Context: an optimization exercise on an open-source flow, tuned for small area. The choices shown serve that exercise and are no tape-out recipe. Function was checked by simulation only, so behaviour that the tests miss may differ from the original. The clock input has no modelled driver; a real chip could not lean on it and would need a root buffer or a full tree. No activity file was given, so power comes from the tool's default toggle rates.

==> trial 78 <==
## top_wrapper
module top_wrapper (
    input  wire       clk,
    input  wire       rst_n,
    input  wire       start_sample,
    input  wire       din1,
    output wire       cs_n,
    output wire       sclk,
    output wire       dac_sclk,
    output wire       dac_cs,
    output wire       dac_mosi,
    output wire       tx
);
export LEC_CHECK = 0
export CAP_MARGIN = 20
export CORE_MARGIN = 2
export CORE_UTILIZATION = 40
export SLEW_MARGIN = 20
create_clock -name core_clock -period 10.0 [get_ports {clk}]
standard.sh (not shown) runs the stock make flow with config.mk's settings and CLKGATE_MAP_FILE= SYNTH_SCRIPT=/design/flow/synth_recipe.tcl, a recipe that flattens the netlist after the stock synthesis.
==> flow/flow/run.sh <==
#!/bin/bash
# Standard layout, except that the clock tree is built by flow/cts_tree.tcl:
# the clock port drives CTS_NLEAF buffers (through a root buffer if
# CTS_ROOT_CELL is set), each driving one group of flip-flops chosen by
# position; and the ports are buffered with the smallest buffer.
set -euo pipefail
export PRE_CTS_TCL="$PWD/flow/cts_tree.tcl"
export CTS_NLEAF=10
export CTS_LEAF_CELL=sky130_fd_sc_hd__clkbuf_8
export CTS_ROOT_CELL=sky130_fd_sc_hd__clkbuf_16
export BUFFER_PORTS_ARGS="-inputs -outputs -buffer_cell sky130_fd_sc_hd__buf_1"
bash standard.sh > standard.log 2>&1
==> flow/flow/cts_tree.tcl <==
# A small clock tree in place of TritonCTS: the clock flip-flops are split
# into NLEAF groups by position (k-means), each group is driven by one clock
# buffer placed at its centre, and the clock port drives the group buffers,
# directly or through one root buffer (CTS_ROOT_CELL).
proc clock_tree_synthesis {args} {
  set nleaf  $::env(CTS_NLEAF)
  set bufcell $::env(CTS_LEAF_CELL)
  set block [ord::get_db_block]
  set db [ord::get_db]
  set clknet [$block findNet clk]
  set master [$db findMaster $bufcell]
  # sinks and their positions
  set sinks {}
  foreach it [$clknet getITerms] {
    set inst [$it getInst]
    set bb [$inst getBBox]
    set x [expr {([$bb xMin] + [$bb xMax]) / 2.0}]
    set y [expr {([$bb yMin] + [$bb yMax]) / 2.0}]
    lappend sinks [list $it $x $y]
  }
  set n [llength $sinks]
  puts "custom cts: $n sinks, $nleaf groups of $bufcell"
  # k-means, seeded along the sorted x+y diagonal
  set sorted [lsort -real -index 1 [lmap s $sinks {list $s [expr {[lindex $s 1] + [lindex $s 2]}]}]]
  set cx {}; set cy {}
  for {set k 0} {$k < $nleaf} {incr k} {
    set s [lindex [lindex $sorted [expr {int(($k + 0.5) * $n / $nleaf)}]] 0]
    lappend cx [lindex $s 1]; lappend cy [lindex $s 2]
  }
  set cap [expr {int(ceil(1.0 * $n / $nleaf)) + 2}]
  for {set iter 0} {$iter < 30} {incr iter} {
    # balanced assignment: greedy by distance with a size cap
    set pairs {}
    set i 0
    foreach s $sinks {
      for {set k 0} {$k < $nleaf} {incr k} {
        set d [expr {abs([lindex $s 1] - [lindex $cx $k]) + abs([lindex $s 2] - [lindex $cy $k])}]
        lappend pairs [list $d $i $k]
      }
      incr i
    }
    set pairs [lsort -real -index 0 $pairs]
    set asg [lrepeat $n -1]
    set cnt [lrepeat $nleaf 0]
    foreach p $pairs {
      lassign $p d i k
      if {[lindex $asg $i] >= 0} continue
      if {[lindex $cnt $k] >= $cap} continue
      lset asg $i $k
      lset cnt $k [expr {[lindex $cnt $k] + 1}]
    }
    set sx [lrepeat $nleaf 0.0]; set sy [lrepeat $nleaf 0.0]
    for {set i 0} {$i < $n} {incr i} {
      set k [lindex $asg $i]
      lset sx $k [expr {[lindex $sx $k] + [lindex [lindex $sinks $i] 1]}]
      lset sy $k [expr {[lindex $sy $k] + [lindex [lindex $sinks $i] 2]}]
    }
    for {set k 0} {$k < $nleaf} {incr k} {
      if {[lindex $cnt $k] > 0} {
        lset cx $k [expr {[lindex $sx $k] / [lindex $cnt $k]}]
        lset cy $k [expr {[lindex $sy $k] / [lindex $cnt $k]}]
      }
    }
  }
  puts "custom cts: group sizes $cnt"
  # optional root buffer between the clock port and the group buffers
  set drvnet $clknet
  if {[info exists ::env(CTS_ROOT_CELL)] && $::env(CTS_ROOT_CELL) ne ""} {
    set rmaster [$db findMaster $::env(CTS_ROOT_CELL)]
    set root [odb::dbInst_create $block $rmaster "clkbuf_root"]
    set drvnet [odb::dbNet_create $block "clknet_root"]
    $drvnet setSigType CLOCK
    [$root findITerm A] connect $clknet
    [$root findITerm X] connect $drvnet
    set mx 0.0; set my 0.0
    for {set k 0} {$k < $nleaf} {incr k} {
      set mx [expr {$mx + [lindex $cx $k] / $nleaf}]
      set my [expr {$my + [lindex $cy $k] / $nleaf}]
    }
    $root setLocation [expr {int($mx)}] [expr {int($my)}]
    $root setPlacementStatus PLACED
  }
  # make the group buffers and nets
  for {set k 0} {$k < $nleaf} {incr k} {
    set buf [odb::dbInst_create $block $master "clkbuf_leaf_$k"]
    set net [odb::dbNet_create $block "clknet_leaf_$k"]
    $net setSigType CLOCK
    [$buf findITerm A] connect $drvnet
    [$buf findITerm X] connect $net
    set w [[$buf getMaster] getWidth]
    set h [[$buf getMaster] getHeight]
    $buf setLocation [expr {int([lindex $cx $k] - $w / 2)}] [expr {int([lindex $cy $k] - $h / 2)}]
    $buf setPlacementStatus PLACED
    for {set i 0} {$i < $n} {incr i} {
      if {[lindex $asg $i] == $k} {
        set it [lindex [lindex $sinks $i] 0]
        $it disconnect
        $it connect $net
      }
    }
  }
  $clknet setSigType CLOCK
  set_propagated_clock [all_clocks]
}
==> inputs of build 86, as changes to trial 78 <==
==> flow/flow/run.sh (replaced) <==
#!/bin/bash
# Standard layout, with clock tree synthesis options of our own.
set -euo pipefail
export CTS_ARGS="-sink_clustering_enable -repair_clock_nets -dont_use_dummy_load -buf_list sky130_fd_sc_hd__clkbuf_8 -sink_buffer_max_cap_derate 1.0"
bash standard.sh > standard.log 2>&1
removed: flow/flow/cts_tree.tcl
==> summary.txt <==
Outcome = finished clean
Pre-CTS worst setup slack = 6387 ps
# nets final = 405
Total wire length = 6572 um
Achievable Freq = 308.7 MHz
First-pass GRT wire length = 11,190 um
Cell-by-cell trace of the critical path = buf_1 -> clkinv_1 -> a211oi_2
Hold worst-path end = R[125]
Fill cell instance count of the final layout = 1,142
DP Area = 5249 um2
Fraction of layout instances using a drive strength above 1 = 4.961%
Met3 capacity usage during global routing = 1.609%
Vias in the first global route = 2,298
Multi-input gate share of total cell area = 22.29%
Crit path DAT = 3530 ps
Fin Hold WS = 288.0 ps
Ratio of total power to cell area = 192.0 nW/um2
Switching power share of the total = 18.88%
VDD IR max = 0.1399 mV
Wire length per cell after detailed routing = 11.93 um
That was trial 78.
==> summary.txt <==
Hold worst-path end = R[66]
Cell-by-cell trace of the critical path = clkdlybuf4s50_1 -> clkinv_1 -> a211oi_2
Fraction of layout instances using a drive strength above 1 = 6.427%
Ratio of total power to cell area = 197.2 nW/um2
Multi-input gate share of total cell area = 21.78%
VDD IR max = 0.1128 mV
Vias in the first global route = 2,389
# nets final = 411
Pre-CTS worst setup slack = 6048 ps
Outcome = finished clean
Achievable Freq = 281.7 MHz
Total wire length = 6684 um
DP Area = 5305 um2
Switching power share of the total = 18.99%
Met3 capacity usage during global routing = 6.020%
That was build 86.
In trial 78 the design's own scripts or RTL, not TritonCTS, make the clock network.

[what the ideal ports hide]
No port has a modelled driver above. Below, the same layouts with a new extraction and two added sets of constraints.
Step 1 (the two cells are an assumption about what drives the block):
set clk [get_ports {clk}]
set_driving_cell -lib_cell sky130_fd_sc_hd__clkbuf_16 $clk
set_driving_cell -lib_cell sky130_fd_sc_hd__buf_2 [delete_from_list [all_inputs] $clk]
Step 2 adds t to the input delays and takes it off the output delays; t is the mean of the earliest and latest rising clock arrival at the registers after step 1. Input paths then give back, and output paths get back, about the clock's delay inside the block.
Slacks: ideal ports / drivers / drivers and shift; pairs: ideal ports / drivers.
run | t (ns) | slack for setup (ns) | hold WS [ns] | clock arrival spread, ns | pins driven straight from the clock port
trial 78 | 0.376 | 6.761 / 6.766 / 6.391 | 0.288 / 0.288 / 0.288 | 0.047 / 0.047 | 1
build 86 | 0.448 | 6.450 / 6.447 / 6.012 | 0.313 / 0.313 / 0.313 | 0.024 / 0.025 | 1
After both steps setup and hold are still met in every run listed. For build 86, which loses most, drivers alone change the setup slack by -0.003 ns; drivers and shift together by -0.438 ns.
